What follows belongs to an exercise in optimizing a design on an open flow for small area, a short achievable clock period and few clock cycles; a production flow would make more cautious choices.
RTL that was checked went through simulation tests only; none was proved equivalent to the original.

==> try-pepper: inputs <==
## SequentialMultiplier
module SequentialMultiplier(clock, reset, multiplicand, multiplier, product, ready, start);
Settings: LEC_CHECK=0, CAP_MARGIN=20, CORE_MARGIN=2, CORE_UTILIZATION=40, SETUP_SLACK_MARGIN=1.0, SLEW_MARGIN=20, SYNTH_HIERARCHICAL=1; clock period 4.0 ns.
run.sh (not shown) runs the stock make flow with config.mk's settings and CLKGATE_MAP_FILE= SYNTH_SCRIPT=/design/flow/synth_recipe.tcl, a recipe that flattens the netlist after the stock synthesis.
==> try-xenon: changes against try-pepper <==
SETUP_SLACK_MARGIN = unset   (was 1.0)
==> summary of the runs <==
- In try-xenon the cell area is lower than in try-pepper, by about 5%.
- In try-xenon the clock skew is lower than in try-pepper, by 0.0046 ns.
- Of try-xenon and try-pepper, try-pepper has the higher register-to-register slack (gap 0.30 ns).
- Of try-xenon and try-pepper, try-pepper has the higher critical path depth (gap 2).
- In try-pepper the routed wire length is larger than in try-xenon, by 5.8%.
- In die area, try-xenon and try-pepper do not differ.
- Between try-pepper and try-xenon, the lower count of clock-buffer cells in the layout is in try-xenon (gap 1).
- Against try-xenon, the maximum frequency of try-pepper is larger by about 9%.
- Via count: try-xenon is lower than try-pepper (3.5%).
No run of this note included a check of the RTL's function; only the layout flow was run.

---

==> inputs of 02-18 <==
SequentialMultiplier, a different RTL version from the one above (not shown whole).
==> flow/config.mk <==
export PLATFORM = sky130hd
export DESIGN_NAME = SequentialMultiplier
export DESIGN_NICKNAME = SequentialMultiplier
export VERILOG_FILES = /design/flow/design.v
export SDC_FILE = /design/flow/constraint.sdc
export NUM_CORES = 4
export LEC_CHECK = 0
export CAP_MARGIN = 20
export CORE_MARGIN = 2
export CORE_UTILIZATION = 40
export PLACE_DENSITY = 0.8
export SETUP_SLACK_MARGIN = 1.2
export SLEW_MARGIN = 20
export SYNTH_HIERARCHICAL = 1
==> flow/constraint.sdc <==
create_clock -name core_clock -period 4.0 [get_ports {clock}]
set_input_delay 0.8000 -clock core_clock [delete_from_list [all_inputs] [get_ports {clock}]]
set_output_delay 0.8000 -clock core_clock [all_outputs]
set_load 0.01 [all_outputs]
standard.sh (not shown) runs the stock make flow with config.mk's settings and CLKGATE_MAP_FILE= SYNTH_SCRIPT=/design/flow/synth_recipe.tcl, a recipe that flattens the netlist after the stock synthesis.
==> flow/flow/run.sh <==
#!/bin/bash
# Standard layout (the standard.sh, unchanged synthesis and steps), with
# the port buffers made from sky130_fd_sc_hd__buf_1 instead of the flow's
# default pick. Every tool's output goes to standard.log here.
set -euo pipefail
export BUFFER_PORTS_ARGS="-buffer_cell sky130_fd_sc_hd__buf_1"
bash standard.sh > standard.log 2>&1
==> inputs of 09-06, as changes to 02-18 <==
--- a/flow/config.mk
+++ b/flow/config.mk
@@ -9,6 +9,5 @@
 export CORE_MARGIN = 2
 export CORE_UTILIZATION = 40
-export PLACE_DENSITY = 0.8
-export SETUP_SLACK_MARGIN = 1.2
+export SETUP_SLACK_MARGIN = 1.6
 export SLEW_MARGIN = 20
 export SYNTH_HIERARCHICAL = 1
==> inputs of 07-13, as changes to 02-18 <==
--- a/flow/flow/run.sh
+++ b/flow/flow/run.sh
@@ -5,3 +5,4 @@
 set -euo pipefail
 export BUFFER_PORTS_ARGS="-buffer_cell sky130_fd_sc_hd__buf_1"
+export RECOVER_POWER=100
 bash standard.sh > standard.log 2>&1
--- a/flow/config.mk
+++ b/flow/config.mk
@@ -9,6 +9,5 @@
 export CORE_MARGIN = 2
 export CORE_UTILIZATION = 40
-export PLACE_DENSITY = 0.8
-export SETUP_SLACK_MARGIN = 1.2
+export SETUP_SLACK_MARGIN = 1.0
 export SLEW_MARGIN = 20
 export SYNTH_HIERARCHICAL = 1
==> notes <==
Core utilization, lowest first: 07-13, 02-18, 09-06. In area after synthesis, 09-06 and 02-18 do not differ. Of 07-13 and 09-06, 09-06 has the higher cell count (gap about 5%, measured against 09-06). In 02-18 the fmax is larger than in 07-13, by 19%. 09-06 ran to the end with no violations. 02-18 produced a clean layout. 07-13 produced a layout that fails on capacitance limit, slew limit. Sequential share of layout area, lowest first: 09-06, 02-18, 07-13. In 07-13 the first-iteration DRC count is lower than in 09-06, by about 5.4%.
Testbench counts of 02-18, summed over its fixed seeds: cycles 28,808.
Testbench counts of 09-06, summed over its fixed seeds: cycles 28,808.
Testbench counts of 07-13, summed over its fixed seeds: cycles 28,808.

---

==> inputs of tundra <==
Another version of the RTL of SequentialMultiplier (not shown whole).
==> flow/config.mk <==
export PLATFORM = sky130hd
export DESIGN_NAME = SequentialMultiplier
export DESIGN_NICKNAME = SequentialMultiplier
export VERILOG_FILES = /design/flow/design.v
export SDC_FILE = /design/flow/constraint.sdc
export NUM_CORES = 4
export LEC_CHECK = 0
export CAP_MARGIN = 20
export CORE_MARGIN = 2
export CORE_UTILIZATION = 40
export SETUP_SLACK_MARGIN = 1.4
export SLEW_MARGIN = 20
export SYNTH_HIERARCHICAL = 1
==> flow/constraint.sdc <==
create_clock -name core_clock -period 4.0 [get_ports {clock}]
set_input_delay 0.8000 -clock core_clock [delete_from_list [all_inputs] [get_ports {clock}]]
set_output_delay 0.8000 -clock core_clock [all_outputs]
set_load 0.01 [all_outputs]
==> flow/flow/run.sh <==
#!/bin/bash
# Standard layout (the standard.sh, unchanged synthesis and steps), with
# the port buffers made from sky130_fd_sc_hd__buf_1 instead of the flow's
# default pick. Every tool's output goes to standard.log here.
set -euo pipefail
export BUFFER_PORTS_ARGS="-buffer_cell sky130_fd_sc_hd__buf_1"
bash standard.sh > standard.log 2>&1
==> juniper: changes against tundra <==
Settings changed: ABC_AREA set to 1, SETUP_SLACK_MARGIN 1.4 to 1.3.
==> nickel: changes against tundra <==
Settings changed: SETUP_SLACK_MARGIN 1.4 to 1.35.
==> garnet: changes against tundra <==
Settings changed: SETUP_SLACK_MARGIN 1.4 to 1.3.
==> comparison <==
In nickel the non-clock buffer count is lower than in tundra, by 54.
Count of clock-buffer cells in the layout is the same in nickel and tundra.
Of juniper and nickel, juniper has the higher worst hold slack (gap 0.027 ns).
The highest maximum frequency belongs to tundra, the lowest to garnet.
Critical path depth: juniper is lower than garnet (3).
Design area: garnet < nickel < tundra < juniper.
In juniper the utilization is lower than in tundra, by 2.7 points.
The lowest cell count belongs to garnet, the highest to juniper.
Die area is the same in tundra and nickel.
Testbench counts of tundra, summed over its fixed seeds: cycles 28,808.
Testbench counts of juniper, summed over its fixed seeds: cycles 28,808.
Testbench counts of nickel, summed over its fixed seeds: cycles 28,808.
Testbench counts of garnet, summed over its fixed seeds: cycles 28,808.

---

==> try-harbor <==
Another version of the RTL of SequentialMultiplier (not shown whole).
clock: 4.0 ns
lec_check: 0
cap_margin: 20
core_margin: 2
core_utilization: 40
setup_slack_margin: 1.4
slew_margin: 20
synth_hierarchical: 1
Scripts as last shown in full above: flow/flow/run.sh
==> try-amber (differences from try-harbor) <==
--- a/flow/design.v
+++ b/flow/design.v
@@ -6,13 +6,12 @@
     output [2*N-1:0] product;
     output ready;
     input start;
     logic busy;
     logic first, first_n;                
     logic [2:0] count;                   
-    logic [N-1:0] m_register;
     logic b0;                            
     logic [34:0] acc_s, acc_c;       
     logic [N-1:0] ph_register;           
     logic [N-1:0] pl_register;           
     logic [3:0] one, two, neg;      
     logic [7:0] pend_s, pend_c;          
@@ -29,12 +28,13 @@
         for (j = 0; j < 4; j = j + 1) begin : enc
             assign one_d[j] = bb[2*j+1] ^ bb[2*j];
             assign two_d[j] = (bb[2*j+2] & ~bb[2*j+1] & ~bb[2*j]) | (~bb[2*j+2] & bb[2*j+1] & bb[2*j]);
             assign neg_d[j] = bb[2*j+2] & ~(bb[2*j+1] & bb[2*j]);
         end
     endgenerate
+    wire [N-1:0] m_register = ph_register;
     wire [34:0] sum_in = first ? {3'b0, m_register & {N{b0}}} : acc_s;
     wire [34:0] carry_in = ~first_n ? {1'b1, 34'b0} : acc_c;
     wire inj41 = ~(count[1] & count[0]);
     wire [N:0] m1 = {1'b0, m_register};
     wire [N:0] m2 = {m_register, 1'b0};
     wire [33:0] row0;
@@ -463,27 +463,25 @@
     wire low_ci;
     FinalAdder final_add ({acc_s[N-1:0], pend_s}, {acc_c[N-1:0], pend_c}, pend_ci, fsum, low_ci);
     wire [7:0] low = fsum[7:0];
     wire [N-1:0] hi = fsum[39:8];
     assign product = {ph_register, pl_register};
     always_ff @(posedge clock) begin
-        if (~busy)
-            m_register <= multiplicand;
         if (go)
             b0 <= multiplier[0];
         one <= one_d;
         two <= two_d;
         neg <= neg_d;
         pend_s <= tx[7:0];
         pend_c <= ty[7:0];
         pend_x <= ~go & neg[3] & ~(one[3] & m_register[0]);
         pend_ci <= ~first & low_ci;
         acc_s <= tx[42:8];
         acc_c <= ty[42:8];
-        if (resolve)
-            ph_register <= hi;
+        if (go | resolve)
+            ph_register <= resolve ? hi : multiplicand;
         if (go)
             pl_register <= {1'b0, multiplier[N-1:1]};
         else if (busy)
             pl_register <= {low, pl_register[N-1:8]};
     end
     always_ff @(posedge clock or posedge reset) begin
- SETUP_SLACK_MARGIN: 1.4 -> 1.3
==> flow_metrics.tcl <==
set metrics [dict create \
    status "timing/DRC/antenna clean" \
    clkLatencyLatePin_ps 450 \
    avgViaCountPerCell 5.29 \
    drive_above_1_share_pct 10.3 \
    clkSinkCount 168 \
    globalplace.congestion 0.829 \
    synthCells 1247 \
    slew_headroom_pct 63.0 \
    cts.clk_slew.worst_paths_ps 80 \
    nMultiInputCombCells 932 \
    fill_cells 3046 \
    critPathSlowestCell "dfxtp_1" \
]
That was try-amber.
==> flow_metrics.tcl <==
set metrics [dict create \
    drive_above_1_share_pct 10.7 \
    slew_headroom_pct 40.0 \
    cts_tree "done" \
    top_register "acc_s" \
    clkSinkCount 200 \
    critPathSlowestCell "fa_1" \
    seqCellArea_mm2 0.00502 \
    avgViaCountPerCell 5.18 \
    tightestPinTransition_ps 900 \
    cts.clk_slew.worst_paths_ps 90 \
    clkLatencyLatePin_ps 460 \
    status "timing/DRC/antenna clean" \
    globalplace.congestion 0.838 \
    nMultiInputCombCells 900 \
]
That was try-harbor.
Testbench counts of try-harbor, summed over its fixed seeds: cycles 28,808.
The RTL of try-amber was laid out without a check of its function.

## static timing again, ports no longer ideal
The results above use ideal ports. As a check the final layouts listed here were re-extracted and re-timed, cells and wires unchanged.
Step 1 sets driving cells, clkbuf_16 on the clock port and buf_2 on the other inputs (assumed; they add their load-dependent delay and slew).
Step 2 moves the port delays by t, midway between the first and last clock arrival at a register: inputs arrive t later, outputs are due t later. That takes back most of the time a late clock gives input paths.
Slacks: ideal / step 1 / step 2; pairs: ideal / step 1.
| run | t, ns | slack for setup (ns) | worst hold slack (ns) | worst setup path at the end | clock arrival spread, ns |
|---|---|---|---|---|---|
| try-pepper | 0.493 | 0.770 / 0.770 / 0.770 | 0.485 / 0.485 / 0.485 | register to register | 0.019 / 0.020 |
| try-xenon | 0.478 | 0.465 / 0.465 / 0.465 | 0.472 / 0.472 / 0.472 | register to register | 0.015 / 0.015 |
| 02-18 | 0.499 | 1.237 / 1.237 / 1.237 | 0.224 / 0.195 / 0.481 | register to register | 0.018 / 0.018 |
| 09-06 | 0.497 | 1.279 / 1.279 / 1.279 | 0.223 / 0.198 / 0.475 | register to register | 0.015 / 0.015 |
| 07-13 | 0.506 | 0.717 / 0.717 / 0.717 | 0.203 / 0.172 / 0.487 | register to register | 0.016 / 0.017 |
| tundra | 0.492 | 1.432 / 1.432 / 1.432 | 0.234 / 0.207 / 0.449 | register to register | 0.014 / 0.014 |
| juniper | 0.498 | 1.379 / 1.379 / 1.379 | 0.256 / 0.232 / 0.458 | register to register | 0.021 / 0.021 |
| nickel | 0.493 | 1.392 / 1.392 / 1.392 | 0.229 / 0.201 / 0.450 | register to register | 0.017 / 0.017 |
| garnet | 0.493 | 1.362 / 1.362 / 1.362 | 0.231 / 0.203 / 0.448 | register to register | 0.015 / 0.015 |
| try-harbor | 0.504 | 1.398 / 1.398 / 1.398 | 0.230 / 0.201 / 0.493 | register to register | 0.018 / 0.019 |
| try-amber | 0.491 | 1.319 / 1.319 / 1.212 | 0.247 / 0.217 / 0.486 | input to register | 0.017 / 0.017 |
The setup slack of try-amber, which loses most, moves by 0.000 ns with the drivers and by -0.107 ns with both steps.
